Source: an optimization exercise on an open RTL-to-GDS flow (aim: small area). Production flows keep margins and buffers that such runs may drop. In this exercise RTL edits were held to simulation tests only and were not proved equivalent to the original. Power and IR drop assume default switching activity.

### flow/flow/run.sh
#!/bin/bash
# Own layout flow: the standard synthesis, then the combinational logic is
# re-mapped by ABC with an area-oriented script (flip-flops are kept as they are,
# same cells and names), then the standard layout from floorplan on, with
# port buffers of the smallest buffer and a clock tree of small buffers without
# dummy loads.
set -euo pipefail
HERE=$(pwd)
R=$HERE/orfs/results/${FLOW_PLATFORM}/Main/base
LIB=$FLOW_HOME/platforms/${FLOW_PLATFORM}/lib/sky130_fd_sc_hd__tt_025C_1v80.lib
YOSYS=$FLOW_HOME/../tools/install/yosys/bin/yosys
export BUFFER_PORTS_ARGS="-buffer_cell sky130_fd_sc_hd__buf_1"
export CTS_ARGS="$(cat $HERE/flow/cts_args.txt)"

bash standard.sh synth > standard_synth.log 2>&1
cp $R/1_2_yosys.v $HERE/std_1_2_yosys.v

cat > $HERE/remap.ys <<EOY
read_liberty -ignore_miss_func $LIB
read_verilog $HERE/std_1_2_yosys.v
hierarchy -top ${FLOW_TOP}
setattr -mod -set keep_hierarchy 1 sky130_fd_sc_hd__*df* sky130_fd_sc_hd__*dl* sky130_fd_sc_hd__conb_1
flatten
rename -hide w:_*_.*
select ${FLOW_TOP}
opt_clean
abc -liberty $LIB -dont_use sky130_fd_sc_hd__probe_p_8 -dont_use sky130_fd_sc_hd__probec_p_8 -dont_use sky130_fd_sc_hd__lpflow_bleeder_1 -dont_use sky130_fd_sc_hd__lpflow_clkbufkapwr_1 -dont_use sky130_fd_sc_hd__lpflow_clkbufkapwr_16 -dont_use sky130_fd_sc_hd__lpflow_clkbufkapwr_2 -dont_use sky130_fd_sc_hd__lpflow_clkbufkapwr_4 -dont_use sky130_fd_sc_hd__lpflow_clkbufkapwr_8 -dont_use sky130_fd_sc_hd__lpflow_clkinvkapwr_1 -dont_use sky130_fd_sc_hd__lpflow_clkinvkapwr_16 -dont_use sky130_fd_sc_hd__lpflow_clkinvkapwr_2 -dont_use sky130_fd_sc_hd__lpflow_clkinvkapwr_4 -dont_use sky130_fd_sc_hd__lpflow_clkinvkapwr_8 -dont_use sky130_fd_sc_hd__lpflow_decapkapwr_12 -dont_use sky130_fd_sc_hd__lpflow_decapkapwr_3 -dont_use sky130_fd_sc_hd__lpflow_decapkapwr_4 -dont_use sky130_fd_sc_hd__lpflow_decapkapwr_6 -dont_use sky130_fd_sc_hd__lpflow_decapkapwr_8 -dont_use sky130_fd_sc_hd__lpflow_inputiso0n_1 -dont_use sky130_fd_sc_hd__lpflow_inputiso0p_1 -dont_use sky130_fd_sc_hd__lpflow_inputiso1n_1 -dont_use sky130_fd_sc_hd__lpflow_inputiso1p_1 -dont_use sky130_fd_sc_hd__lpflow_inputisolatch_1 -dont_use sky130_fd_sc_hd__lpflow_isobufsrc_1 -dont_use sky130_fd_sc_hd__lpflow_isobufsrc_16 -dont_use sky130_fd_sc_hd__lpflow_isobufsrc_2 -dont_use sky130_fd_sc_hd__lpflow_isobufsrc_4 -dont_use sky130_fd_sc_hd__lpflow_isobufsrc_8 -dont_use sky130_fd_sc_hd__lpflow_isobufsrckapwr_16 -dont_use sky130_fd_sc_hd__lpflow_lsbuf_lh_hl_isowell_tap_1 -dont_use sky130_fd_sc_hd__lpflow_lsbuf_lh_hl_isowell_tap_2 -dont_use sky130_fd_sc_hd__lpflow_lsbuf_lh_hl_isowell_tap_4 -dont_use sky130_fd_sc_hd__lpflow_lsbuf_lh_isowell_4 -dont_use sky130_fd_sc_hd__lpflow_lsbuf_lh_isowell_tap_1 -dont_use sky130_fd_sc_hd__lpflow_lsbuf_lh_isowell_tap_2 -dont_use sky130_fd_sc_hd__lpflow_lsbuf_lh_isowell_tap_4  -script +$(cat $HERE/flow/abc_script.txt)
opt_clean
hilomap -singleton -hicell sky130_fd_sc_hd__conb_1 HI -locell sky130_fd_sc_hd__conb_1 LO
insbuf -buf sky130_fd_sc_hd__buf_4 A X
opt_clean -purge
rename -enumerate -pattern rm_%_
stat -liberty $LIB
write_verilog -noattr -nohex -nodec -selected $HERE/remap_1_2_yosys.v
EOY
$YOSYS -s $HERE/remap.ys > remap.log 2>&1
cp $HERE/remap_1_2_yosys.v $R/1_2_yosys.v
rm -f $R/1_synth.odb $R/1_synth.sdc
bash standard.sh > standard.log 2>&1
### flow/flow/abc_script.txt
strash;&get,-n;&fraig,-x;&put;dc2;dc2;dc2;strash;&get,-n;&dch,-f;&nf,-R,1000;&put
### flow/flow/cts_args.txt
-sink_clustering_enable -repair_clock_nets -dont_use_dummy_load -buf_list sky130_fd_sc_hd__clkbuf_4 -sink_clustering_size 10 -sink_clustering_max_diameter 50
### flow/standard.sh
#!/bin/bash
# synth_recipe.tcl (not shown) runs the flow's synth.tcl, then flattens the netlist and writes it again
# the make line also repeats each setting of config.mk as NAME=value (left out here)
make -C /OpenROAD-flow-scripts/flow DESIGN_CONFIG=/design/flow/config.mk WORK_HOME=/design/flow/orfs CLKGATE_MAP_FILE= SYNTH_SCRIPT=/design/flow/synth_recipe.tcl "${@:-finish}"
### flow/config.mk
export PLATFORM = sky130hd
export DESIGN_NAME = Main
export DESIGN_NICKNAME = Main
export VERILOG_FILES = /design/flow/design.v
export SDC_FILE = /design/flow/constraint.sdc
export NUM_CORES = 4
export LEC_CHECK = 0
export CAP_MARGIN = 20
export CORE_MARGIN = 2
export CORE_UTILIZATION = 65
export SLEW_MARGIN = 20
### flow/constraint.sdc
create_clock -name core_clock -period 20.0 [get_ports {CLOCK_50}]
set_input_delay 4.0000 -clock core_clock [delete_from_list [all_inputs] [get_ports {CLOCK_50}]]
set_output_delay 4.0000 -clock core_clock [all_outputs]
set_load 0.01 [all_outputs]
### flow/design.v
module filt(
	input clk,
	input rst,
	input in_n,
	output out
	);
	reg [3:0] q;
	wire [3:0] c = q ^ 4'b0011;
	wire x = c[3] | c[2] | ~(c[1] | c[0]);
	assign out = c[3] & c[2] & c[1];
	always @(posedge clk)
		if (rst | in_n) q <= 4'b0011;
		else q <= {c[2:0], x} ^ 4'b0011;
endmodule
module mv #(parameter FWD = 1, parameter [11:0] OFF = 12'd220) (
	input clk,
	input rst,
	input go,
	input [1:0] sc,
	input [1:0] old_ph,
	input boundary,
	output reg [1:0] ph,
	output reg done
	);
	reg [6:0] counter;
	reg [11:0] mysteps;
	wire lt = (sc == 2'd3) ? (mysteps != 12'hfff) :
	          (sc == 2'd1) ? (mysteps < 12'd188) :
	          (sc == 2'd2) ? (mysteps < OFF) : 1'b0;
	wire step = go && !boundary && !done && lt;
	always @(posedge clk) begin
		if (rst) counter <= 0;
		else if (step) counter <= counter + 7'd1;
	end
	always @(posedge clk) done <= go && (boundary || done || !lt);
	always @(posedge clk) begin
		if (!go) begin
			mysteps <= 0;
			ph <= old_ph;
		end
		else if (step && &counter) begin
			mysteps <= mysteps + 12'd1;
			ph <= FWD ? {ph[0], ~ph[1]} : {~ph[0], ph[1]};
		end
	end
endmodule
module mc #(parameter [11:0] OFF = 12'd220) (
	input clk,
	input rst,
	input go,
	input dir,
	input [1:0] sc,
	input b1,
	input b2,
	output [3:0] state,
	output reg done
	);
	reg [1:0] myph;
	reg [1:0] oph;
	reg gf, gb;
	wire en = gf | gb;  
	wire [1:0] phf, phb;
	wire df, db;
	assign state = en ? {~oph[0], ~oph[1], oph[0], oph[1]} : 4'b0000;
	always @(posedge clk) begin
		if (rst) begin
			myph <= 0;
			gf <= 0;
			gb <= 0;
		end
		else begin
			if (go) begin
				if (!dir) begin
					gf <= 1;
					myph <= phf;
				end
				else begin
					gb <= 1;
					myph <= phb;
				end
			end
			else begin
				gf <= 0;
				gb <= 0;
			end
		end
	end
	always @(posedge clk) done <= dir ? db : df;
	always @(posedge clk) if (go) oph <= myph;
	mv #(.FWD(1), .OFF(OFF)) f(.clk(clk), .rst(rst), .go(gf), .sc(sc), .old_ph(myph),
		.boundary(b1), .ph(phf), .done(df));
	mv #(.FWD(0), .OFF(OFF)) b(.clk(clk), .rst(rst), .go(gb), .sc(sc), .old_ph(myph),
		.boundary(b2), .ph(phb), .done(db));
endmodule
module Main(
	input CLOCK_50,
	input rst,
	input [3:0] KEY,
	input [5:0] SW,
	input [9:0] SENSOR_N,
	input [3:0] BOUNDARY_N,
	input UART_RXD,
	output UART_TXD,
	output [3:0] MOTOR_MAIN,
	output [3:0] MOTOR_MAGNET,
	output MAGNET_N,
	output [10:0] DISPLAY
	);
	wire clk = CLOCK_50;
	reg [3:0] posKEY;
	reg [3:0] edgeKEY;
	integer i;
	always @(posedge clk) begin
		if (rst) begin
			posKEY <= 4'b0000;
			edgeKEY <= 4'b0000;
		end
		else begin
			for (i = 0; i < 4; i = i + 1) begin
				if (!KEY[i] & !edgeKEY[i]) begin
					posKEY[i] <= 1;
					edgeKEY[i] <= 1;
				end
				else if (KEY[i]) edgeKEY[i] <= 0;
				else posKEY[i] <= 0;
			end
		end
	end
	wire [9:0] sensorData;
	wire [3:0] bnd;  
	genvar g;
	generate
		for (g = 0; g < 10; g = g + 1) begin : sf
			filt u(.clk(clk), .rst(rst), .in_n(SENSOR_N[g]), .out(sensorData[g]));
		end
		for (g = 0; g < 4; g = g + 1) begin : bf
			filt u(.clk(clk), .rst(rst), .in_n(BOUNDARY_N[g]), .out(bnd[g]));
		end
	endgenerate
	reg [12:0] racc;
	reg rtick;
	always @(posedge clk)
		if (rst) {rtick, racc} <= 14'd0;
		else {rtick, racc} <= {1'b0, racc} + 14'd151;
	reg [1:0] RxD_sync_inv;
	reg [1:0] RxD_cnt_inv;
	reg RxD_bit_inv;
	always @(posedge clk)
		if (rst) RxD_sync_inv <= 2'b00;
		else if (rtick) RxD_sync_inv <= {RxD_sync_inv[0], ~UART_RXD};
	always @(posedge clk)
		if (rst) begin
			RxD_cnt_inv <= 2'b00;
			RxD_bit_inv <= 1'b0;
		end
		else if (rtick) begin
			if (RxD_sync_inv[1] && RxD_cnt_inv != 2'b11) RxD_cnt_inv <= RxD_cnt_inv + 2'h1;
			else if (~RxD_sync_inv[1] && RxD_cnt_inv != 2'b00) RxD_cnt_inv <= RxD_cnt_inv - 2'h1;
			if (RxD_cnt_inv == 2'b00) RxD_bit_inv <= 1'b0;
			else if (RxD_cnt_inv == 2'b11) RxD_bit_inv <= 1'b1;
		end
	reg [6:0] rt;
	wire in_frame = (rt <= 7'd74);
	wire sample = rtick && in_frame && (rt[2:0] == 3'd2) && (rt[6:3] != 4'd0);
	always @(posedge clk)
		if (rst) rt <= 7'd79;
		else if (rt == 7'd79) begin
			if (rtick && RxD_bit_inv) rt <= 7'd0;
		end
		else if (rt >= 7'd75) rt <= rt + 7'd1;
		else if (rtick) rt <= (rt == 7'd74 && RxD_bit_inv) ? 7'd79 : rt + 7'd1;
	reg [7:0] rdata;
	always @(posedge clk)
		if (sample && rt != 7'd74) rdata <= {~RxD_bit_inv, rdata[7:1]};
	wire cv = (rt == 7'd77) || (rt == 7'd78);
	wire [1:0] top = rdata[7:6];
	wire [5:0] lo = rdata[5:0];
	wire c00 = cv & (top == 2'b00);
	wire c10 = cv & (top == 2'b10);
	wire c11 = cv & (top == 2'b11);
	wire mv_cmd = c00 & (lo[2:0] == 3'b000);
	wire [7:0] direction = mv_cmd ? (8'd1 << lo[5:3]) : 8'd0;
	wire cmd_reset = c00 & (lo == 6'b111111);
	wire cmd_hoff = c00 & (lo == 6'b111001);
	wire magnet_on = cv & (top == 2'b01) & lo[5];
	wire magnet_off = cv & (top == 2'b01) & ~lo[5];
	wire want_scan = c10 & (lo == 6'b111111);
	wire black_to_play = c10 & (lo == 6'b100001);
	wire white_to_play = c10 & (lo == 6'b100010);
	wire draw_offer = c10 & (lo[5:2] == 4'b1010);
	wire black_wins = c10 & (lo == 6'b000001);
	wire white_wins = c10 & (lo == 6'b000010);
	wire draw_game = c10 & (lo == 6'b000011);
	wire normal_wait = c11 & (lo == 6'b000000);
	wire player_must_jump = c11 & (lo == 6'b000001);
	wire more_jumps_available = c11 & (lo == 6'b000010);
	wire unrecoverable_error = c11 & (lo == 6'b111111);
	wire did_not_move = c11 & (lo == 6'b000011);
	reg magnet;
	assign MAGNET_N = magnet;
	always @(posedge clk)
		if (rst) magnet <= 1;
		else if (magnet_on) magnet <= 0;
		else if (magnet_off) magnet <= 1;
	reg black_play, white_play, draw_offered, black_win, white_win, draw;
	reg normal, must_jump, more_jumps, error, no_move;
	assign DISPLAY = {no_move, draw_offered, error, more_jumps, must_jump, normal,
	                  draw, white_win, black_win, white_play, black_play};
	always @(posedge clk) begin
		if (rst) begin
			black_play <= 0;
			white_play <= 0;
			draw_offered <= 0;
			black_win <= 0;
			white_win <= 0;
			draw <= 0;
			normal <= 0;
			must_jump <= 0;
			more_jumps <= 0;
			error <= 0;
			no_move <= 0;
		end
		else begin
			if (black_to_play) begin
				black_play <= 1;
				white_play <= 0;
			end
			if (white_to_play) begin
				black_play <= 0;
				white_play <= 1;
			end
			if (draw_offer) draw_offered <= 1;
			if (posKEY[1]) begin
				black_win <= 0;
				white_win <= 0;
				draw <= 0;
				draw_offered <= 0;
			end
			else begin
				if (black_wins) black_win <= 1;
				else if (white_wins) white_win <= 1;
				else if (draw_game) draw <= 1;
			end
			if (posKEY[0]) begin
				normal <= 0;
				must_jump <= 0;
				more_jumps <= 0;
				error <= 0;
				no_move <= 0;
				draw_offered <= 0;
			end
			else begin
				if (normal_wait) normal <= 1;
				if (player_must_jump) must_jump <= 1;
				if (more_jumps_available) more_jumps <= 1;
				if (unrecoverable_error) error <= 1;
				if (did_not_move) no_move <= 1;
			end
		end
	end
	wire scan_offset_move, scan_move;
	reg movement_done, reset_done, offset_done;
	reg go_main, go_magnet;
	reg [1:0] steps_main, steps_magnet;  
	reg dir_main, dir_magnet;
	reg resetting, offsetting;
	wire done_main, done_magnet;
	always @(posedge clk) begin
		if (rst) begin
			movement_done <= 0;
			reset_done <= 0;
			offset_done <= 0;
			go_main <= 0;
			go_magnet <= 0;
			dir_main <= 0;
			dir_magnet <= 0;
			resetting <= 0;
			offsetting <= 0;
		end
		else begin
			if (resetting) reset_done <= (done_main && done_magnet);
			else if (offsetting) offset_done <= done_magnet;
			else if (go_main && go_magnet) movement_done <= (done_main && done_magnet);
			else if (go_main) movement_done <= done_main;
			else if (go_magnet) movement_done <= done_magnet;
			if (!go_main && !go_magnet) begin
				movement_done <= 0;
				reset_done <= 0;
				offset_done <= 0;
			end
			if (movement_done || reset_done || offset_done) begin
				go_main <= 0;
				go_magnet <= 0;
				resetting <= 0;
				offsetting <= 0;
			end
			else if (cmd_reset) begin
				go_main <= 1;
				go_magnet <= 1;
				dir_main <= 0;
				dir_magnet <= 0;
				resetting <= 1;
			end
			else if (scan_offset_move) begin
				go_main <= 1;
				dir_main <= 1;
			end
			else if (scan_move) begin
				go_main <= 1;
				dir_main <= 1;
			end
			else if (cmd_hoff) begin
				go_magnet <= 1;
				dir_magnet <= 1;
				offsetting <= 1;
			end
			else if (direction[0]) begin  
				go_main <= 1;
				dir_main <= 0;
			end
			else if (direction[4]) begin  
				go_main <= 1;
				dir_main <= 1;
			end
			else if (direction[6]) begin  
				go_magnet <= 1;
				dir_magnet <= 0;
			end
			else if (direction[2]) begin  
				go_magnet <= 1;
				dir_magnet <= 1;
			end
			else if (direction[7]) begin  
				go_main <= 1;
				go_magnet <= 1;
				dir_main <= 0;
				dir_magnet <= 0;
			end
			else if (direction[5]) begin  
				go_main <= 1;
				go_magnet <= 1;
				dir_main <= 1;
				dir_magnet <= 0;
			end
			else if (direction[3]) begin  
				go_main <= 1;
				go_magnet <= 1;
				dir_main <= 1;
				dir_magnet <= 1;
			end
			else if (direction[1]) begin  
				go_main <= 1;
				go_magnet <= 1;
				dir_main <= 0;
				dir_magnet <= 1;
			end
		end
	end
	always @(posedge clk) begin
		if (!(movement_done || reset_done || offset_done)) begin
			if (cmd_reset) begin
				steps_main <= 2'd3;
				steps_magnet <= 2'd3;
			end
			else if (scan_offset_move) steps_main <= 2'd2;
			else if (scan_move) steps_main <= 2'd1;
			else if (cmd_hoff) steps_magnet <= 2'd2;
			else if (direction[0] | direction[4]) steps_main <= 2'd1;
			else if (direction[6] | direction[2]) steps_magnet <= 2'd1;
			else if (direction[7] | direction[5] | direction[3] | direction[1]) begin
				steps_main <= 2'd1;
				steps_magnet <= 2'd1;
			end
		end
	end
	mc #(.OFF(12'd220)) mainMotor(.clk(clk), .rst(rst), .go(go_main), .dir(dir_main),
		.sc(steps_main), .b1(bnd[1]), .b2(bnd[0]), .state(MOTOR_MAIN), .done(done_main));
	mc #(.OFF(12'd83)) magnetMotor(.clk(clk), .rst(rst), .go(go_magnet), .dir(dir_magnet),
		.sc(steps_magnet), .b1(bnd[3]), .b2(bnd[2]), .state(MOTOR_MAGNET), .done(done_magnet));
	reg scanning;
	reg [3:0] position;  
	reg begun_move, sending_move;
	reg sent_left, sent_right, sent_move;
	reg sending_scan_left, sending_scan_right;
	reg [4:0] pieces;
	reg begun_d;
	always @(posedge clk) begun_d <= begun_move;
	wire begun_first = begun_move & ~begun_d;
	assign scan_offset_move = begun_first & (position == 4'd0);
	assign scan_move = begun_first & (position != 4'd0);
	wire TxD_busy;
	always @(posedge clk) begin
		if (rst) begin
			scanning <= 0;
			begun_move <= 0;
			sending_move <= 0;
			sent_left <= 0;
			sent_right <= 0;
			sent_move <= 0;
			sending_scan_left <= 0;
			sending_scan_right <= 0;
		end
		else begin
			if (begun_move) begin
				if (movement_done) begin
					begun_move <= 0;
					sending_move <= 1;
				end
			end
			else if (TxD_busy) begin
				if (sending_move) begin
					sending_move <= 0;
					sent_move <= 1;
				end
				else if (sending_scan_left) begin
					sending_scan_left <= 0;
					sent_left <= 1;
				end
				else if (sending_scan_right) begin
					sending_scan_right <= 0;
					sent_right <= 1;
				end
			end
			else if (want_scan) begin
				scanning <= 1;
			end
			else if (scanning) begin
				if (position == 0) begin
					begun_move <= 1;
				end
				else if (sent_move) begin
					sent_move <= 0;
					sending_scan_left <= 1;
				end
				else if (sent_left) begin
					sent_left <= 0;
					sending_scan_right <= 1;
				end
				else if (sent_right) begin
					sent_right <= 0;
					if (position == 4'd10) scanning <= 0;
					else begin
						begun_move <= 1;
					end
				end
			end
		end
	end
	always @(posedge clk) begin
		if (begun_move) ;
		else if (TxD_busy) begin
			if (sending_move) position <= position + 4'd1;
		end
		else if (want_scan) position <= 4'd0;
		else if (scanning && position != 0) begin
			if (sent_move) pieces <= sensorData[4:0];
			else if (sent_left) pieces <= sensorData[9:5];
		end
	end
	reg data_start;
	wire ev = posKEY[0] | posKEY[3] | posKEY[2] | reset_done | offset_done |
	          movement_done | sending_scan_left | sending_scan_right | posKEY[1];
	always @(posedge clk)
		if (rst) data_start <= 0;
		else data_start <= ev;
	reg [7:0] dataStream;
	always @*
		if (posKEY[0]) dataStream = 8'b00000000;
		else if (posKEY[3]) dataStream = 8'b00010000;
		else if (posKEY[2]) dataStream = 8'b00100000;
		else if (reset_done) dataStream = 8'b01111111;
		else if (offset_done) dataStream = 8'b01111001;
		else if (movement_done) dataStream = {2'b01, rdata[5:3], 3'b000};
		else if (sending_scan_left) dataStream = {3'b101, pieces};
		else if (sending_scan_right) dataStream = {3'b100, pieces};
		else dataStream = {2'b11, SW[5:3], SW[2:0]};
	reg [15:0] tacc;
	reg ttick;
	reg [3:0] tstate;
	wire TxD_ready = (tstate == 4'd5);
	assign TxD_busy = ~TxD_ready;
	always @(posedge clk)
		if (rst) {ttick, tacc} <= 17'd0;
		else if (TxD_busy) {ttick, tacc} <= {1'b0, tacc} + 17'd151;
	wire tnext0 = (TxD_ready & ~data_start) | (ttick & tstate == 4'd1);
	reg [7:0] TxD_dataReg;
	always @(posedge clk)
		if (tnext0 & ev) TxD_dataReg <= dataStream;
	always @(posedge clk)
		if (rst) tstate <= 4'd5;
		else if (TxD_ready) begin
			if (data_start) tstate <= 4'd6;
		end
		else if (ttick) tstate <= (tstate == 4'd1) ? 4'd5 : tstate + 4'd1;
	wire muxbit = TxD_dataReg[tstate[2:0]];
	reg TxD;
	assign UART_TXD = TxD;
	always @(posedge clk)
		if (rst) TxD <= 1'b1;
		else TxD <= tstate[3] ? muxbit : (tstate != 4'd7);
endmodule
==> tab_implementation.tex, run 1 <==
\begin{tabular}{lr}
\hline
Metric & Value \\
\hline
\multicolumn{2}{l}{\textbf{Run status}} \\
\quad Run status & complete, no violations \\
\multicolumn{2}{l}{\textbf{Detailed routing}} \\
\quad Total number of vias & 7874 \\
\quad Remaining antenna violation count & 0 \\
\quad Post-detailed-route wirelength per cell & 13.7 um \\
\quad Vias per Instance & 5.77 \\
\quad Remaining design rule violation count & 0 \\
\quad Detailed-route wire length & 18.6 mm \\
\quad First-pass iteration count of the detailed router & 5 \\
\quad Initial drt markers & 436 \\
\multicolumn{2}{l}{\textbf{GRT}} \\
\quad Leftover overflow at the end of global routing & 0 \\
\quad GRT Overall Usage & 22.3\% \\
\quad First-pass GRT wire length & 31.6 mm \\
\quad Routing usage on met3 & 4.59\% \\
\quad Global routing usage on met2 & 35.1\% \\
\quad Busiest layer in global routing & met2 \\
\quad Initial antenna violation count & 1 \\
\quad Met1 GRT Util & 32.0\% \\
\quad Maximum number of pins on one net before global-route repair & 94 \\
\quad Via count of the first global-routing pass & 6962 \\
\multicolumn{2}{l}{\textbf{STA}} \\
\quad Period utilisation layout & 29.7\% \\
\quad RSZ-0062 raised after global routing & no \\
\quad Number of pins exceeding their max-slew limit in the final report & 0 \\
\quad Pin slew with the least headroom to its limit & 0.891 ns \\
\quad Final hold violation count & 0 \\
\quad Final sum of negative setup slack & 0 ns \\
\quad Relative slew margins & 40.0\% \\
\quad Final worst path period need & 5.93 ns \\
\quad Clock tree skew after final layout & 0.0543 ns \\
\quad Setup violation total in the final timing report & 0 \\
\quad Maximum achievable frequency & 169 MHz \\
\multicolumn{2}{l}{\textbf{Place}} \\
\quad Routability cong. & 0.784 \\
\quad Number of I/O port buffers & 47 \\
\quad Half-perimeter wire length of the detailed placement result & 12.6 mm \\
\quad Number of instances in the placed design & 1333 \\
\multicolumn{2}{l}{\textbf{Setup path}} \\
\quad Required time at the worst-slack endpoint & 16.00 ns \\
\quad Worst Path Max Fanout & 21 \\
\quad Reg2reg path depth & 17 \\
\quad Data arrival time of the critical path & 1.93 ns \\
\quad Crit start category & flop \\
\quad Critical Path Max Stage Delay & 0.80 ns \\
\quad Critical Path Source & magnetMotor.gb \\
\quad Worst-case register-to-register setup slack & 15.92 ns \\
\quad Reg-to-Reg End & magnetMotor.b.mysteps[10] \\
\quad Slowest cell on the critical path & sky130\_fd\_sc\_hd\_\_dfxtp\_1 \\
\quad CP endpoint & MOTOR\_MAGNET[0] \\
\quad Worst Setup End Kind & primary output \\
\quad Series of cell instances along the critical path & nor2\_1 > nor2b\_1 > buf\_1 \\
\quad Critical setup path kind & reg2out \\
\quad Worst reg2reg path startpoint & magnetMotor.b.mysteps[0] \\
\multicolumn{2}{l}{\textbf{Power}} \\
\quad Pwr per Cell Area & 83.2 mW/mm\^{}2 \\
\quad Peak supply drop & 78.5 uV \\
\quad Static leakage & 0.00382 uW \\
\multicolumn{2}{l}{\textbf{Final layout}} \\
\quad Core occupancy in the finished layout & 71.0\% \\
\quad Final net count & 1182 \\
\quad Layout cell share with drive strength beyond 1 & 2.95\% \\
\quad Final non-filler cell total & 1365 \\
\quad Syn-to-layout area delta & 5.88\% \\
\multicolumn{2}{l}{\textbf{Logic synthesis}} \\
\quad Post-Syn Instances & 1085 \\
\quad Cell area after synthesis & 0.0103 mm\^{}2 \\
\quad Net count after synthesis & 1112 \\
\quad Number of warnings reported in the yosys synthesis log & 8 \\
\quad Synthesized area per cell & 9.47 um\^{}2 \\
\multicolumn{2}{l}{\textbf{Clock network}} \\
\quad Buffers from clock root to sink, at most & 3 \\
\quad Worst-skew pair later-pin latency & 0.69 ns \\
\quad Count of H-tree levels built during CTS & 1 \\
\quad CTS tree & built \\
\quad Post-cts sizing count & 0 \\
\quad Buffer count from post-CTS setup fixing & 0 \\
\quad TritonCTS buffer count & 31 \\
\quad Clock root buffer & sky130\_fd\_sc\_hd\_\_clkbuf\_4 \\
\quad Cts hold-fix bufs & 0 \\
\quad Clk sink count & 274 \\
\quad Clock transition at the registers of the reported paths & 0.10 ns \\
\multicolumn{2}{l}{\textbf{Run}} \\
\quad Max Cap Violations & 0 \\
\multicolumn{2}{l}{\textbf{Floorplanning}} \\
\quad Core ar. & 0.0153 mm\^{}2 \\
\quad DIE WIDTH & 130 um \\
\quad Num ports & 48 \\
\quad Vertical extent of the die & 130 um \\
\quad Floorplan die area & 0.0168 mm\^{}2 \\
\quad Row cnt & 45 \\
\quad Effective utilization at floorplan & 67.1\% \\
\multicolumn{2}{l}{\textbf{Worst hold path}} \\
\quad Worst Hold Class & reg2reg \\
\hline
\end{tabular}
==> per-stage QoR <==
step                setup slack (ns)  cell area [um^2]  total power, uW  hold WS [ns]
floorplan                      15.07             10300              663         0.406
global placement               13.81             10600              685         0.415
detailed placement             13.81             10600              687         0.421
CTS                            14.02             10900              913         0.439
global route                   13.89             10900              950         0.459
finish                         14.07             10900              905         0.442
==> layer usage <==
| layer | share of wire, % | wire (um) | vias to the layer above |
|---|---|---|---|
| met5 | 0 | 0 | - |
| met4 | 1.5 | 273 | 0 |
| met3 | 4.2 | 779 | 26 |
| met2 | 44 | 8220 | 122 |
| met1 | 50 | 9370 | 3644 |
| li1 | - | - | 4082 |
==> area by class of cell <==
| cell class | count | area, um^2 |
|---|---|---|
| multi-input cells | 778 | 4210 |
| well taps | 211 | 264 |
| flip-flops and latches | 274 | 5900 |
| inverters | 22 | 82.6 |
| fillers | 1249 | 4440 |
| repair buffers | 48 | 188 |
| clock buffers | 31 | 233 |
| diodes | 1 | 2.50 |
==> critical path, delay by kind of cell, from the launching register on <==
kind                   cells  cell delay (ns)
AND/OR/NAND/NOR            2             0.34
buffers and inverters      1             0.15
flip-flops                 1             0.80
==> worst min-delay path by stage <==
| stage | startpoint | endpoint | slack [ns] | cells after the start |
|---|---|---|---|---|
| detailed placement | sf[0].u.q[1] | sf[0].u.q[2] | 0.42 | 1 |
| CTS | sf[0].u.q[1] | sf[0].u.q[2] | 0.44 | 1 |
| global placement | sf[9].u.q[0] | sf[9].u.q[1] | 0.41 | 1 |
| floorplan | sf[0].u.q[1] | sf[0].u.q[2] | 0.41 | 1 |
| global route | bf[3].u.q[0] | bf[3].u.q[1] | 0.46 | 1 |
| finish | bf[1].u.q[1] | bf[1].u.q[2] | 0.44 | 1 |
==> flip-flops by register name (all words and copies together) (netlist names), 7 cells and up <==
name                   flops
sf.u.q                    40
rdata                      8
racc                      13
mainMotor.f.mysteps       12
mainMotor.b.mysteps       12
magnetMotor.b.counter      7
magnetMotor.f.counter      7
rt                         7
magnetMotor.f.mysteps     12
mainMotor.f.counter        7
tacc                      16
mainMotor.b.counter        7
bf.u.q                    16
TxD_dataReg                8
magnetMotor.b.mysteps     12
==> power breakdown <==
part | switching, uW | internal (uW) | total [uW]
sequential | 16.8 | 578 | 594
combinational | 48.1 | 32.2 | 80.3
clock | 160 | 71.0 | 231
==> layout by cell type (no fill, tap or decap), types with 3 or more instances in the layout <==
master                      count
sky130_fd_sc_hd__nand4_1       12
sky130_fd_sc_hd__a21o_1         4
sky130_fd_sc_hd__nand2b_1       8
sky130_fd_sc_hd__and2_0        29
sky130_fd_sc_hd__nand2_1       57
sky130_fd_sc_hd__edfxtp_1      41
sky130_fd_sc_hd__or4_1          3
sky130_fd_sc_hd__xor2_1         6
sky130_fd_sc_hd__o21a_1        12
sky130_fd_sc_hd__a32oi_1        3
sky130_fd_sc_hd__or3_1         35
sky130_fd_sc_hd__nor4_1        11
sky130_fd_sc_hd__a21oi_1       94
sky130_fd_sc_hd__o211ai_1       4
sky130_fd_sc_hd__mux2i_1        6
sky130_fd_sc_hd__a211oi_1      24
sky130_fd_sc_hd__clkinv_1      22
sky130_fd_sc_hd__nor3b_1       19
sky130_fd_sc_hd__a31oi_1       17
sky130_fd_sc_hd__a2111oi_0      4
sky130_fd_sc_hd__nand3b_1       4
sky130_fd_sc_hd__nand3_1       31
sky130_fd_sc_hd__xnor2_1        3
sky130_fd_sc_hd__and3_1        35
sky130_fd_sc_hd__o31ai_1        5
sky130_fd_sc_hd__o21ai_0       58
sky130_fd_sc_hd__clkbuf_4      32
sky130_fd_sc_hd__mux2_1         6
sky130_fd_sc_hd__nor3_1        91
sky130_fd_sc_hd__nor2b_1       13
sky130_fd_sc_hd__buf_1         46
sky130_fd_sc_hd__dfxtp_1      233
sky130_fd_sc_hd__nor2_1       164
sky130_fd_sc_hd__o22ai_1        3
==> run 2, diff against run 1 <==
--- a/flow/design.v
+++ b/flow/design.v
@@ -25,8 +25,7 @@
 	reg [6:0] counter;
 	reg [11:0] mysteps;
 	wire lt = (sc == 2'd3) ? (mysteps != 12'hfff) :
-	          (sc == 2'd1) ? (mysteps < 12'd188) :
-	          (sc == 2'd2) ? (mysteps < OFF) : 1'b0;
+	          sc[1] ? (mysteps < OFF) : (mysteps < 12'd188);
 	wire step = go && !boundary && !done && lt;
 	always @(posedge clk) begin
 		if (rst) counter <= 0;
@@ -272,8 +271,6 @@
 			offset_done <= 0;
 			go_main <= 0;
 			go_magnet <= 0;
-			dir_main <= 0;
-			dir_magnet <= 0;
 			resetting <= 0;
 			offsetting <= 0;
 		end
@@ -297,62 +294,45 @@
 			else if (cmd_reset) begin
 				go_main <= 1;
 				go_magnet <= 1;
-				dir_main <= 0;
-				dir_magnet <= 0;
 				resetting <= 1;
 			end
 			else if (scan_offset_move) begin
 				go_main <= 1;
-				dir_main <= 1;
 			end
 			else if (scan_move) begin
 				go_main <= 1;
-				dir_main <= 1;
 			end
 			else if (cmd_hoff) begin
 				go_magnet <= 1;
-				dir_magnet <= 1;
 				offsetting <= 1;
 			end
 			else if (direction[0]) begin  
 				go_main <= 1;
-				dir_main <= 0;
 			end
 			else if (direction[4]) begin  
 				go_main <= 1;
-				dir_main <= 1;
 			end
 			else if (direction[6]) begin  
 				go_magnet <= 1;
-				dir_magnet <= 0;
 			end
 			else if (direction[2]) begin  
 				go_magnet <= 1;
-				dir_magnet <= 1;
 			end
 			else if (direction[7]) begin  
 				go_main <= 1;
 				go_magnet <= 1;
-				dir_main <= 0;
-				dir_magnet <= 0;
 			end
 			else if (direction[5]) begin  
 				go_main <= 1;
 				go_magnet <= 1;
-				dir_main <= 1;
-				dir_magnet <= 0;
 			end
 			else if (direction[3]) begin  
 				go_main <= 1;
 				go_magnet <= 1;
-				dir_main <= 1;
-				dir_magnet <= 1;
 			end
 			else if (direction[1]) begin  
 				go_main <= 1;
 				go_magnet <= 1;
-				dir_main <= 0;
-				dir_magnet <= 1;
 			end
 		end
 	end
@@ -361,15 +341,34 @@
 			if (cmd_reset) begin
 				steps_main <= 2'd3;
 				steps_magnet <= 2'd3;
+				dir_main <= 0;
+				dir_magnet <= 0;
+			end
+			else if (scan_offset_move) begin
+				steps_main <= 2'd2;
+				dir_main <= 1;
+			end
+			else if (scan_move) begin
+				steps_main <= 2'd1;
+				dir_main <= 1;
+			end
+			else if (cmd_hoff) begin
+				steps_magnet <= 2'd2;
+				dir_magnet <= 1;
+			end
+			else if (direction[0] | direction[4]) begin
+				steps_main <= 2'd1;
+				dir_main <= direction[4];
+			end
+			else if (direction[6] | direction[2]) begin
+				steps_magnet <= 2'd1;
+				dir_magnet <= direction[2];
 			end
-			else if (scan_offset_move) steps_main <= 2'd2;
-			else if (scan_move) steps_main <= 2'd1;
-			else if (cmd_hoff) steps_magnet <= 2'd2;
-			else if (direction[0] | direction[4]) steps_main <= 2'd1;
-			else if (direction[6] | direction[2]) steps_magnet <= 2'd1;
 			else if (direction[7] | direction[5] | direction[3] | direction[1]) begin
 				steps_main <= 2'd1;
 				steps_magnet <= 2'd1;
+				dir_main <= direction[5] | direction[3];
+				dir_magnet <= direction[3] | direction[1];
 			end
 		end
 	end
==> flow/flow/run.sh (replaced) <==
#!/bin/bash
# Own layout flow: the standard synthesis, then the combinational logic is
# re-mapped by ABC with an area-oriented script (flip-flops are kept as they are,
# same cells and names), then the standard layout from floorplan on, with
# port buffers of the smallest buffer and a clock tree of small buffers without
# dummy loads.
set -euo pipefail
HERE=$(pwd)
R=$HERE/orfs/results/${FLOW_PLATFORM}/Main/base
LIB=$FLOW_HOME/platforms/${FLOW_PLATFORM}/lib/sky130_fd_sc_hd__tt_025C_1v80.lib
YOSYS=$FLOW_HOME/../tools/install/yosys/bin/yosys
export BUFFER_PORTS_ARGS="-buffer_cell sky130_fd_sc_hd__buf_1"
export CTS_ARGS="$(cat $HERE/flow/cts_args.txt)"

bash standard.sh synth > standard_synth.log 2>&1
cp $R/1_2_yosys.v $HERE/std_1_2_yosys.v

# Re-map with each ABC script in abc_scripts.txt (one per line), in parallel,
# and keep the smallest result.
remap() {
  local n=$1 script=$2
cat > $HERE/remap_$n.ys <<EOY
read_liberty -ignore_miss_func $LIB
read_verilog $HERE/std_1_2_yosys.v
hierarchy -top ${FLOW_TOP}
setattr -mod -set keep_hierarchy 1 sky130_fd_sc_hd__*df* sky130_fd_sc_hd__*dl* sky130_fd_sc_hd__conb_1
flatten
rename -hide w:_*_.*
select ${FLOW_TOP}
opt_clean
abc -liberty $LIB -dont_use sky130_fd_sc_hd__probe_p_8 -dont_use sky130_fd_sc_hd__probec_p_8 -dont_use sky130_fd_sc_hd__lpflow_bleeder_1 -dont_use sky130_fd_sc_hd__lpflow_clkbufkapwr_1 -dont_use sky130_fd_sc_hd__lpflow_clkbufkapwr_16 -dont_use sky130_fd_sc_hd__lpflow_clkbufkapwr_2 -dont_use sky130_fd_sc_hd__lpflow_clkbufkapwr_4 -dont_use sky130_fd_sc_hd__lpflow_clkbufkapwr_8 -dont_use sky130_fd_sc_hd__lpflow_clkinvkapwr_1 -dont_use sky130_fd_sc_hd__lpflow_clkinvkapwr_16 -dont_use sky130_fd_sc_hd__lpflow_clkinvkapwr_2 -dont_use sky130_fd_sc_hd__lpflow_clkinvkapwr_4 -dont_use sky130_fd_sc_hd__lpflow_clkinvkapwr_8 -dont_use sky130_fd_sc_hd__lpflow_decapkapwr_12 -dont_use sky130_fd_sc_hd__lpflow_decapkapwr_3 -dont_use sky130_fd_sc_hd__lpflow_decapkapwr_4 -dont_use sky130_fd_sc_hd__lpflow_decapkapwr_6 -dont_use sky130_fd_sc_hd__lpflow_decapkapwr_8 -dont_use sky130_fd_sc_hd__lpflow_inputiso0n_1 -dont_use sky130_fd_sc_hd__lpflow_inputiso0p_1 -dont_use sky130_fd_sc_hd__lpflow_inputiso1n_1 -dont_use sky130_fd_sc_hd__lpflow_inputiso1p_1 -dont_use sky130_fd_sc_hd__lpflow_inputisolatch_1 -dont_use sky130_fd_sc_hd__lpflow_isobufsrc_1 -dont_use sky130_fd_sc_hd__lpflow_isobufsrc_16 -dont_use sky130_fd_sc_hd__lpflow_isobufsrc_2 -dont_use sky130_fd_sc_hd__lpflow_isobufsrc_4 -dont_use sky130_fd_sc_hd__lpflow_isobufsrc_8 -dont_use sky130_fd_sc_hd__lpflow_isobufsrckapwr_16 -dont_use sky130_fd_sc_hd__lpflow_lsbuf_lh_hl_isowell_tap_1 -dont_use sky130_fd_sc_hd__lpflow_lsbuf_lh_hl_isowell_tap_2 -dont_use sky130_fd_sc_hd__lpflow_lsbuf_lh_hl_isowell_tap_4 -dont_use sky130_fd_sc_hd__lpflow_lsbuf_lh_isowell_4 -dont_use sky130_fd_sc_hd__lpflow_lsbuf_lh_isowell_tap_1 -dont_use sky130_fd_sc_hd__lpflow_lsbuf_lh_isowell_tap_2 -dont_use sky130_fd_sc_hd__lpflow_lsbuf_lh_isowell_tap_4  -script +$script
opt_clean
hilomap -singleton -hicell sky130_fd_sc_hd__conb_1 HI -locell sky130_fd_sc_hd__conb_1 LO
insbuf -buf sky130_fd_sc_hd__buf_4 A X
opt_clean -purge
rename -enumerate -pattern rm_%_
select -assert-none ${FLOW_TOP}/t:\$* ${FLOW_TOP}/t:\$scopeinfo %d
tee -o $HERE/remap_$n.stat stat -liberty $LIB
write_verilog -noattr -nohex -nodec -selected $HERE/remap_$n.v
EOY
  timeout 1200 $YOSYS -s $HERE/remap_$n.ys > $HERE/remap_$n.log 2>&1 || true
}
n=0
while IFS= read -r line; do
  [[ -z "$line" ]] && continue
  n=$((n+1))
  remap $n "$line" &
done < $HERE/flow/abc_scripts.txt
wait
best=""; bestarea=""
for f in $HERE/remap_*.stat; do
  a=$(grep -o "Chip area for module.*: [0-9.]*" $f | awk '{print $NF}')
  [[ -z "$a" ]] && continue
  v=${f%.stat}.v
  [[ -s $v ]] || continue
  if [[ -z "$best" ]] || awk -v x=$a -v y=$bestarea 'BEGIN{exit !(x<y)}'; then best=$v; bestarea=$a; fi
done
echo "picked $best ($bestarea)" > $HERE/remap_pick.txt
cp $best $HERE/remap_1_2_yosys.v
cp $HERE/remap_1_2_yosys.v $R/1_2_yosys.v
rm -f $R/1_synth.odb $R/1_synth.sdc
bash standard.sh > standard.log 2>&1
==> flow/flow/abc_scripts.txt (new file) <==
strash;&get,-n;&fraig,-x;&put;dc2;dc2;dc2;strash;&get,-n;&dch,-f;&nf,-R,1000;&put
==> flow/flow/cts_args.txt (replaced) <==
-sink_clustering_enable -repair_clock_nets -dont_use_dummy_load -buf_list sky130_fd_sc_hd__clkbuf_8 -sink_clustering_size 20 -sink_clustering_max_diameter 60
removed: flow/flow/abc_script.txt
==> tab_implementation.tex, run 2 <==
\begin{tabular}{lr}
\hline
Metric & Value \\
\hline
\multicolumn{2}{l}{\textbf{Place}} \\
\quad Routability cong. & 0.782 (-0.24\%) \\
\quad Number of instances in the placed design & 1333 (unchanged) \\
\quad Number of I/O port buffers & 47 (unchanged) \\
\quad Half-perimeter wire length of the detailed placement result & 12.9 mm (+2.2\%) \\
\multicolumn{2}{l}{\textbf{Detailed routing}} \\
\quad Post-detailed-route wirelength per cell & 13.7 um (about the same) \\
\quad Total number of vias & 7738 (-1.7\%) \\
\quad First-pass iteration count of the detailed router & 5 (unchanged) \\
\quad Detailed-route wire length & 18.4 mm (-1.0\%) \\
\quad Remaining antenna violation count & 0 (unchanged) \\
\quad Remaining design rule violation count & 0 (unchanged) \\
\quad Initial drt markers & 450 (+3.2\%) \\
\quad Vias per Instance & 5.73 (-0.71\%) \\
\multicolumn{2}{l}{\textbf{STA}} \\
\quad Final worst path period need & 5.81 ns (-0.127 ns) \\
\quad Pin slew with the least headroom to its limit & 1.03 ns (+0.143 ns) \\
\quad Number of pins exceeding their max-slew limit in the final report & 0 (unchanged) \\
\quad Final sum of negative setup slack & 0 ns (unchanged) \\
\quad Clock tree skew after final layout & 0.0511 ns (-0.00320 ns) \\
\quad Relative slew margins & 31.0\% (-9.0 points) \\
\quad Final hold violation count & 0 (unchanged) \\
\quad Maximum achievable frequency & 172 MHz (+2.2\%) \\
\quad Period utilisation layout & 29.0\% (-0.63 points) \\
\quad RSZ-0062 raised after global routing & no \\
\quad Setup violation total in the final timing report & 0 (unchanged) \\
\multicolumn{2}{l}{\textbf{Setup path}} \\
\quad Reg2reg path depth & 16 (-1) \\
\quad Worst reg2reg path startpoint & magnetMotor.f.mysteps[9] \\
\quad Data arrival time of the critical path & 1.81 ns (-0.12 ns) \\
\quad Worst Setup End Kind & primary output \\
\quad Critical setup path kind & reg2out \\
\quad Required time at the worst-slack endpoint & 16.00 ns (about the same) \\
\quad Reg-to-Reg End & magnetMotor.f.mysteps[10] \\
\quad Worst Path Max Fanout & 21 (unchanged) \\
\quad Worst-case register-to-register setup slack & 15.32 ns (-0.60 ns) \\
\quad Crit start category & flop \\
\multicolumn{2}{l}{\textbf{Power}} \\
\quad Combinational fraction of design power & 8.2\% (-0.7 points) \\
\quad Clock network power share & 26.1\% (+0.6 points) \\
\quad Pwr per Cell Area & 82.7 mW/mm\^{}2 (-0.66\%) \\
\quad NetSw & 212 uW (-5.3\%) \\
\quad Static leakage & 0.00388 uW (+1.6\%) \\
\quad Register share of total power & 65.7\% (about the same) \\
\quad Switching Share & 23.6\% (-1.2 points) \\
\quad Int Power & 689 uW (+1.2\%) \\
\quad Peak supply drop & 66.6 uV (-15\%) \\
\multicolumn{2}{l}{\textbf{Clock network}} \\
\quad Post-cts sizing count & 0 (unchanged) \\
\quad Cts hold-fix bufs & 0 (unchanged) \\
\quad Buffers from clock root to sink, at most & 3 (unchanged) \\
\quad Clock root buffer & sky130\_fd\_sc\_hd\_\_clkbuf\_8 \\
\quad Worst-skew pair later-pin latency & 0.52 ns (-0.17 ns) \\
\quad Clk sink count & 274 (unchanged) \\
\quad CTS tree & built \\
\quad TritonCTS buffer count & 18 (-42\%) \\
\quad Buffer count from post-CTS setup fixing & 0 (unchanged) \\
\quad Count of H-tree levels built during CTS & 1 (unchanged) \\
\quad Clock transition at the registers of the reported paths & 0.11 ns (about the same) \\
\multicolumn{2}{l}{\textbf{Floorplanning}} \\
\quad Row cnt & 45 (unchanged) \\
\quad Core ar. & 0.0153 mm\^{}2 (unchanged) \\
\quad Num ports & 48 (unchanged) \\
\quad Floorplan die area & 0.0168 mm\^{}2 (about the same) \\
\quad Effective utilization at floorplan & 67.1\% (about the same) \\
\quad Vertical extent of the die & 130 um (about the same) \\
\quad DIE WIDTH & 130 um (about the same) \\
\multicolumn{2}{l}{\textbf{Logic synthesis}} \\
\quad Net count after synthesis & 1111 (-0.090\%) \\
\quad Number of warnings reported in the yosys synthesis log & 8 (unchanged) \\
\quad Cell area after synthesis & 0.0103 mm\^{}2 (about the same) \\
\quad Post-Syn Instances & 1084 (-0.092\%) \\
\quad Synthesized area per cell & 9.48 um\^{}2 (+0.17\%) \\
\multicolumn{2}{l}{\textbf{Final layout}} \\
\quad Final net count & 1169 (-1.1\%) \\
\quad Combined area of the multi-input logic cells & 0.00419 mm\^{}2 (-0.36\%) \\
\quad Commonest cells after routing, fill and taps aside & sky130\_fd\_sc\_hd\_\_dfxtp\_1, sky130\_fd\_sc\_hd\_\_nor2\_1, sky130\_fd\_sc\_hd\_\_a21oi\_1 \\
\quad Commonest non-fill, non-tap cell in the layout & sky130\_fd\_sc\_hd\_\_dfxtp\_1 \\
\quad Sequential Area & 0.00592 mm\^{}2 (+0.34\%) \\
\quad Final non-filler cell total & 1351 (-1.0\%) \\
\quad Diodes inserted & 0 (-1) \\
\quad Number of flip-flops under the largest register name & 40 (unchanged) \\
\quad Layout cell share with drive strength beyond 1 & 1.93\% (-1.0 points) \\
\quad Top register by number of flip-flops & sf.u.q \\
\quad Syn-to-layout area delta & 6.09\% \\
\quad Number of filler cells placed in the layout & 1273 (+1.9\%) \\
\multicolumn{2}{l}{\textbf{GRT}} \\
\quad Initial antenna violation count & 0 (-1) \\
\quad First-pass GRT wire length & 31.0 mm (-1.7\%) \\
\quad GRT Overall Usage & 22.0\% (-0.32 points) \\
\quad Leftover overflow at the end of global routing & 0 (unchanged) \\
\quad Via count of the first global-routing pass & 6888 (-1.1\%) \\
\quad Maximum number of pins on one net before global-route repair & 114 (+21\%) \\
\multicolumn{2}{l}{\textbf{Worst hold path}} \\
\quad Worst hold path startpoint & sf[4].u.q[1] \\
\quad Cells on Worst Hold Path & 1 (unchanged) \\
\quad Worst Hold Class & reg2reg \\
\quad Endpoint of the worst hold-timing path & sf[4].u.q[2] \\
\multicolumn{2}{l}{\textbf{Run status}} \\
\quad Run status & complete, no violations \\
\multicolumn{2}{l}{\textbf{Run}} \\
\quad Max Cap Violations & 0 (unchanged) \\
\hline
\end{tabular}
==> run 2: cell count changes in the layout (fill, tap and decap cells not counted), sizes merged, moves of 5 or more <==
| cell | change |
|---|---|
| a21oi | +14 |
| nor3 | -13 |
| nand3 | +6 |
| clkbuf | -13 |
| nand2 | +10 |
| nor2 | -9 |
| and2 | -5 |
==> run 2: stage by stage <==
step	power [uW]	setup WS, ns	hold WS, ns	cell area, um^2	util (%)
2_1_floorplan	656	15.04	0.404	10300	-
3_3_place_gp	676	13.87	0.415	10700	69.6
3_5_place_dp	679	13.85	0.422	10700	69.6
4_1_cts	911	14.17	0.447	10900	71.2
5_1_grt	943	14.02	0.451	10900	71.2
6_report	902	14.19	0.444	10900	71.2
==> run 2: critical path: stages (launching register included) <==
cell                      delay (ns)
sky130_fd_sc_hd__dfxtp_1        0.78
sky130_fd_sc_hd__nor2_1         0.22
sky130_fd_sc_hd__nor2b_1        0.16
sky130_fd_sc_hd__buf_1          0.16
==> run 2: worst max path at each step <==
| stage | startpoint | slack, ns | to |
|---|---|---|---|
| CTS | mainMotor.gb | 14.17 | MOTOR_MAIN[1] |
| detailed placement | rst | 13.85 | movement_done |
| floorplan | mainMotor.gb | 15.04 | MOTOR_MAIN[0] |
| global route | mainMotor.gb | 14.02 | MOTOR_MAIN[0] |
| global placement | rst | 13.87 | offset_done |
| finish | mainMotor.gb | 14.19 | MOTOR_MAIN[1] |
==> run 2: power by group through the flow <==
stage,Clock [uW],Combinational (uW),Sequential [uW]
2_1_floorplan,0,54.7,601
3_3_place_gp,0,72.2,604
3_5_place_dp,0,74.0,605
4_1_cts,245,74.4,592
5_1_grt,262,85.4,596
6_report,235,74.1,592
==> run 2: metal layers <==
| metal | global-route usage, % | wire length, um | up-vias |
|---|---|---|---|
| met5 | 0 | 0 | - |
| met2 | 37.1 | 8470 | 136 |
| met1 | 30.0 | 8860 | 3529 |
| met4 | 4.74 | 334 | 0 |
| met3 | 3.73 | 780 | 28 |
| li1 | - | - | 4045 |
==> run 2: final cells by class <==
| type | count | share of cell area (%) |
|---|---|---|
| Clock buffer | 18 | 2.27 |
| Inverter | 23 | 0.792 |
| Multi-Input combinational cell | 776 | 38.5 |
| Sequential cell | 274 | 54.3 |
| Tap cell | 211 | 2.42 |
| Timing Repair Buffer | 49 | 1.79 |
==> run 3, diff against run 2 <==
==> flow/flow/abc_scripts.txt (replaced) <==
strash;&get,-n;&fraig,-x;&put;dc2;dc2;dc2;strash;&get,-n;&dch,-f;&nf,-R,1000;&put
strash;&get,-n;&fraig,-x;&put;dc2;dc2;dc2;strash;&get,-n;&deepsyn,-T,40;&dch,-f;&nf,-R,1000;&put
strash;&get,-n;&fraig,-x;&put;dc2;dc2;dc2;strash;&get,-n;&deepsyn,-T,40,-S,7;&dch,-f;&nf,-R,1000;&put
strash;&get,-n;&fraig,-x;&put;dc2;dc2;dc2;strash;&get,-n;&deepsyn,-T,40,-S,42;&put;dc2;strash;&get,-n;&dch,-f;&nf,-R,1000;&put
==> flow/flow/cts_args.txt (replaced) <==
-sink_clustering_enable -repair_clock_nets -dont_use_dummy_load -buf_list sky130_fd_sc_hd__clkbuf_4 -sink_clustering_size 10 -sink_clustering_max_diameter 50
==> tab_implementation.tex, run 3 <==
\begin{tabular}{lr}
\hline
Metric & Value \\
\hline
\multicolumn{2}{l}{\textbf{Setup path}} \\
\quad Data arrival time of the critical path & 1.93 ns (+0.12 ns) \\
\quad Slowest cell on the critical path & sky130\_fd\_sc\_hd\_\_dfxtp\_1 \\
\quad Worst Path Max Fanout & 21 (unchanged) \\
\quad Worst Setup End Kind & primary output \\
\quad Crit start category & flop \\
\quad Critical setup path kind & reg2out \\
\quad Reg2reg path depth & 17 (+1) \\
\quad Required time at the worst-slack endpoint & 16.00 ns (about the same) \\
\quad Series of cell instances along the critical path & nor2\_1 > nor2b\_1 > buf\_1 \\
\quad Critical Path Max Stage Delay & 0.77 ns (about the same) \\
\multicolumn{2}{l}{\textbf{Detailed routing}} \\
\quad Post-detailed-route wirelength per cell & 13.8 um (+1.4\%) \\
\quad First-pass iteration count of the detailed router & 5 (unchanged) \\
\quad Initial drt markers & 487 (+8.2\%) \\
\quad Detailed-route wire length & 18.6 mm (+0.72\%) \\
\quad Vias per Instance & 5.77 (+0.77\%) \\
\quad Remaining design rule violation count & 0 (unchanged) \\
\quad Total number of vias & 7746 (+0.10\%) \\
\quad Remaining antenna violation count & 0 (unchanged) \\
\multicolumn{2}{l}{\textbf{Place}} \\
\quad Number of I/O port buffers & 47 (unchanged) \\
\quad Number of instances in the placed design & 1310 (-1.7\%) \\
\quad Half-perimeter wire length of the detailed placement result & 12.8 mm (-0.56\%) \\
\quad Routability cong. & 0.792 (+1.3\%) \\
\multicolumn{2}{l}{\textbf{STA}} \\
\quad Final hold violation count & 0 (unchanged) \\
\quad Final sum of negative setup slack & 0 ns (unchanged) \\
\quad Final worst path period need & 5.93 ns (+0.126 ns) \\
\quad Setup violation total in the final timing report & 0 (unchanged) \\
\quad Relative slew margins & 34.6\% (+3.6 points) \\
\quad Clock tree skew after final layout & 0.0569 ns (+0.00580 ns) \\
\quad Pin slew with the least headroom to its limit & 0.973 ns (-0.0615 ns) \\
\quad Period utilisation layout & 29.7\% (+0.63 points) \\
\quad Hold WS & 0.440 ns (-0.00441 ns) \\
\quad Number of pins exceeding their max-slew limit in the final report & 0 (unchanged) \\
\quad RSZ-0062 raised after global routing & no \\
\quad Maximum achievable frequency & 169 MHz (-2.1\%) \\
\multicolumn{2}{l}{\textbf{Clock network}} \\
\quad Count of H-tree levels built during CTS & 1 (unchanged) \\
\quad Buffers from clock root to sink, at most & 3 (unchanged) \\
\quad Worst-skew pair later-pin latency & 0.69 ns (+0.17 ns) \\
\quad Buffer count from post-CTS setup fixing & 0 (unchanged) \\
\quad Post-cts sizing count & 0 (unchanged) \\
\quad Cts hold-fix bufs & 0 (unchanged) \\
\quad Clock transition at the registers of the reported paths & 0.11 ns (about the same) \\
\quad CTS tree & built \\
\quad TritonCTS buffer count & 31 (+13) \\
\quad Clock root buffer & sky130\_fd\_sc\_hd\_\_clkbuf\_4 \\
\quad Clk sink count & 274 (unchanged) \\
\multicolumn{2}{l}{\textbf{Final layout}} \\
\quad Number of filler cells placed in the layout & 1192 (-6.4\%) \\
\quad Layout cell share with drive strength beyond 1 & 3.27\% (+1.3 points) \\
\quad Top register by number of flip-flops & sf.u.q \\
\quad Final net count & 1159 (-0.86\%) \\
\quad Syn-to-layout area delta & 6.13\% (about the same) \\
\quad Commonest cells after routing, fill and taps aside & sky130\_fd\_sc\_hd\_\_dfxtp\_1, sky130\_fd\_sc\_hd\_\_nor2\_1, sky130\_fd\_sc\_hd\_\_a21oi\_1 \\
\quad Number of flip-flops under the largest register name & 40 (unchanged) \\
\quad Commonest non-fill, non-tap cell in the layout & sky130\_fd\_sc\_hd\_\_dfxtp\_1 \\
\quad Final non-filler cell total & 1342 (-0.67\%) \\
\multicolumn{2}{l}{\textbf{Worst hold path}} \\
\quad Cells on Worst Hold Path & 1 (unchanged) \\
\quad Worst Hold Class & reg2reg \\
\multicolumn{2}{l}{\textbf{Floorplanning}} \\
\quad Floorplan die area & 0.0167 mm\^{}2 (-0.86\%) \\
\quad Row cnt & 45 (unchanged) \\
\quad Core ar. & 0.0153 mm\^{}2 (-0.37\%) \\
\quad Num ports & 48 (unchanged) \\
\quad DIE WIDTH & 129 um (-0.43\%) \\
\quad Vertical extent of the die & 129 um (-0.43\%) \\
\quad Effective utilization at floorplan & 66.8\% (-0.35 points) \\
\multicolumn{2}{l}{\textbf{GRT}} \\
\quad Maximum number of pins on one net before global-route repair & 95 (-17\%) \\
\quad Routing usage on met3 & 4.75\% (+1.0 points) \\
\quad Global routing usage on met2 & 37.5\% (+0.44 points) \\
\quad Via count of the first global-routing pass & 7003 (+1.7\%) \\
\quad Initial antenna violation count & 2 (+2) \\
\quad Leftover overflow at the end of global routing & 0 (unchanged) \\
\quad Busiest layer in global routing & met2 \\
\quad First-pass GRT wire length & 31.3 mm (+0.73\%) \\
\quad GRT Overall Usage & 22.3\% (+0.35 points) \\
\quad Met1 GRT Util & 29.8\% (-0.28 points) \\
\multicolumn{2}{l}{\textbf{Logic synthesis}} \\
\quad Net count after synthesis & 1087 (-2.2\%) \\
\quad Synthesized area per cell & 9.61 um\^{}2 (+1.4\%) \\
\quad Number of warnings reported in the yosys synthesis log & 8 (unchanged) \\
\quad Post-Syn Instances & 1060 (-2.2\%) \\
\quad Cell area after synthesis & 0.0102 mm\^{}2 (-0.89\%) \\
\multicolumn{2}{l}{\textbf{Run}} \\
\quad Max Cap Violations & 0 (unchanged) \\
\multicolumn{2}{l}{\textbf{Run status}} \\
\quad Run status & complete, no violations \\
\multicolumn{2}{l}{\textbf{Power}} \\
\quad Peak supply drop & 58.6 uV (-12\%) \\
\quad Pwr per Cell Area & 85.5 mW/mm\^{}2 (+3.4\%) \\
\quad Static leakage & 0.00387 uW (-0.22\%) \\
\hline
\end{tabular}
## run 3: cell types whose count changed in the layout (fill, tap and decap cells not counted), moves of 6 or more
cell	previous run	this run
sky130_fd_sc_hd__a21oi_1	108	94
sky130_fd_sc_hd__nand2b_1	8	15
sky130_fd_sc_hd__nand4_1	16	7
sky130_fd_sc_hd__nor3_1	78	84
sky130_fd_sc_hd__clkbuf_4	1	32
sky130_fd_sc_hd__clkbuf_8	18	0
sky130_fd_sc_hd__nor2_1	155	145
sky130_fd_sc_hd__o21ai_0	57	45
sky130_fd_sc_hd__a211oi_1	25	18
## run 3: power breakdown
group	switching (uW)	internal [uW]	leakage, uW
clock	159	71.0	0.000143
combinational	56.3	39.1	0.00145
sequential	17.2	581	0.00228
total	233	691	0.00387
## run 3: layer usage
metal,vias to the layer above,share of wire (%),wire length [um]
met2,133,46,8510
li1,3988,-,-
met3,34,4.5,829
met4,2,1.8,341
met5,-,0.070,13
met1,3589,48,8880
## run 3: layout make-up
| cell class | instances | area (um^2) | share of cell area, % |
|---|---|---|---|
| repair buffers | 50 | 203 | 1.87 |
| clock buffers | 31 | 233 | 2.15 |
| inverters | 20 | 75.1 | 0.694 |
| well taps | 211 | 264 | 2.44 |
| diodes | 1 | 2.50 | 0.0231 |
| multi-input cells | 755 | 4120 | 38.1 |
| flip-flops and latches | 274 | 5920 | 54.7 |
## run 3: critical path: cells and delay by family (launching register included)
kind | cells | cell delay [ns]
and+or+nand+nor | 2 | 0.36
DFF | 1 | 0.77
buffers and inverters | 1 | 0.16
## run 3: per-stage QoR
step / instance area (um^2) / total power (uW) / setup WS (ns) / util, %
6_report: 10800 / 924 / 14.07 / 70.8
4_1_cts: 10800 / 933 / 14.00 / 70.8
5_1_grt: 10800 / 968 / 13.90 / 70.8
3_5_place_dp: 10600 / 705 / 13.91 / 69.3
3_3_place_gp: 10600 / 702 / 13.93 / 69.3
2_1_floorplan: 10200 / 679 / 15.05 / -
## run 3: path summary, 6_finish.rpt
kind | start | slack (ns) | end
max | mainMotor.gb | 14.07 | MOTOR_MAIN[1]
min reg2reg | sf[7].u.q[0] | 0.44 | sf[7].u.q[1]
min | sf[7].u.q[0] | 0.44 | sf[7].u.q[1]
max reg2reg | tstate[3] | 16.11 | tacc[15]

## static timing again, ports no longer ideal
No port has a modelled driver above. Below, the same layouts with a new extraction and two added sets of constraints.
Step 1 sets driving cells, clkbuf_16 on the clock port and buf_2 on the other inputs (assumed; they add their load-dependent delay and slew).
Step 2, shift: input delay + t, output delay - t, t = (earliest + latest rising clock arrival at the registers) / 2. This alone moves slack from input paths to output paths.
Three values: ideal, step 1, step 2; two values: the first two.
| run | t (ns) | setup slack, ns | worst setup path at the end | pins driven straight from the clock port |
|---|---|---|---|---|
| run 1 | 0.697 | 14.068 / 14.031 / 13.805 | input to register | 1 |
| run 2 | 0.535 | 14.194 / 14.159 / 13.883 | input to register | 1 |
| run 3 | 0.696 | 14.068 / 14.028 / 13.959 | input to register | 1 |
After both steps setup and hold are still met in every run listed. For run 2, which loses most, drivers alone change the setup slack by -0.035 ns; drivers and shift together by -0.311 ns.
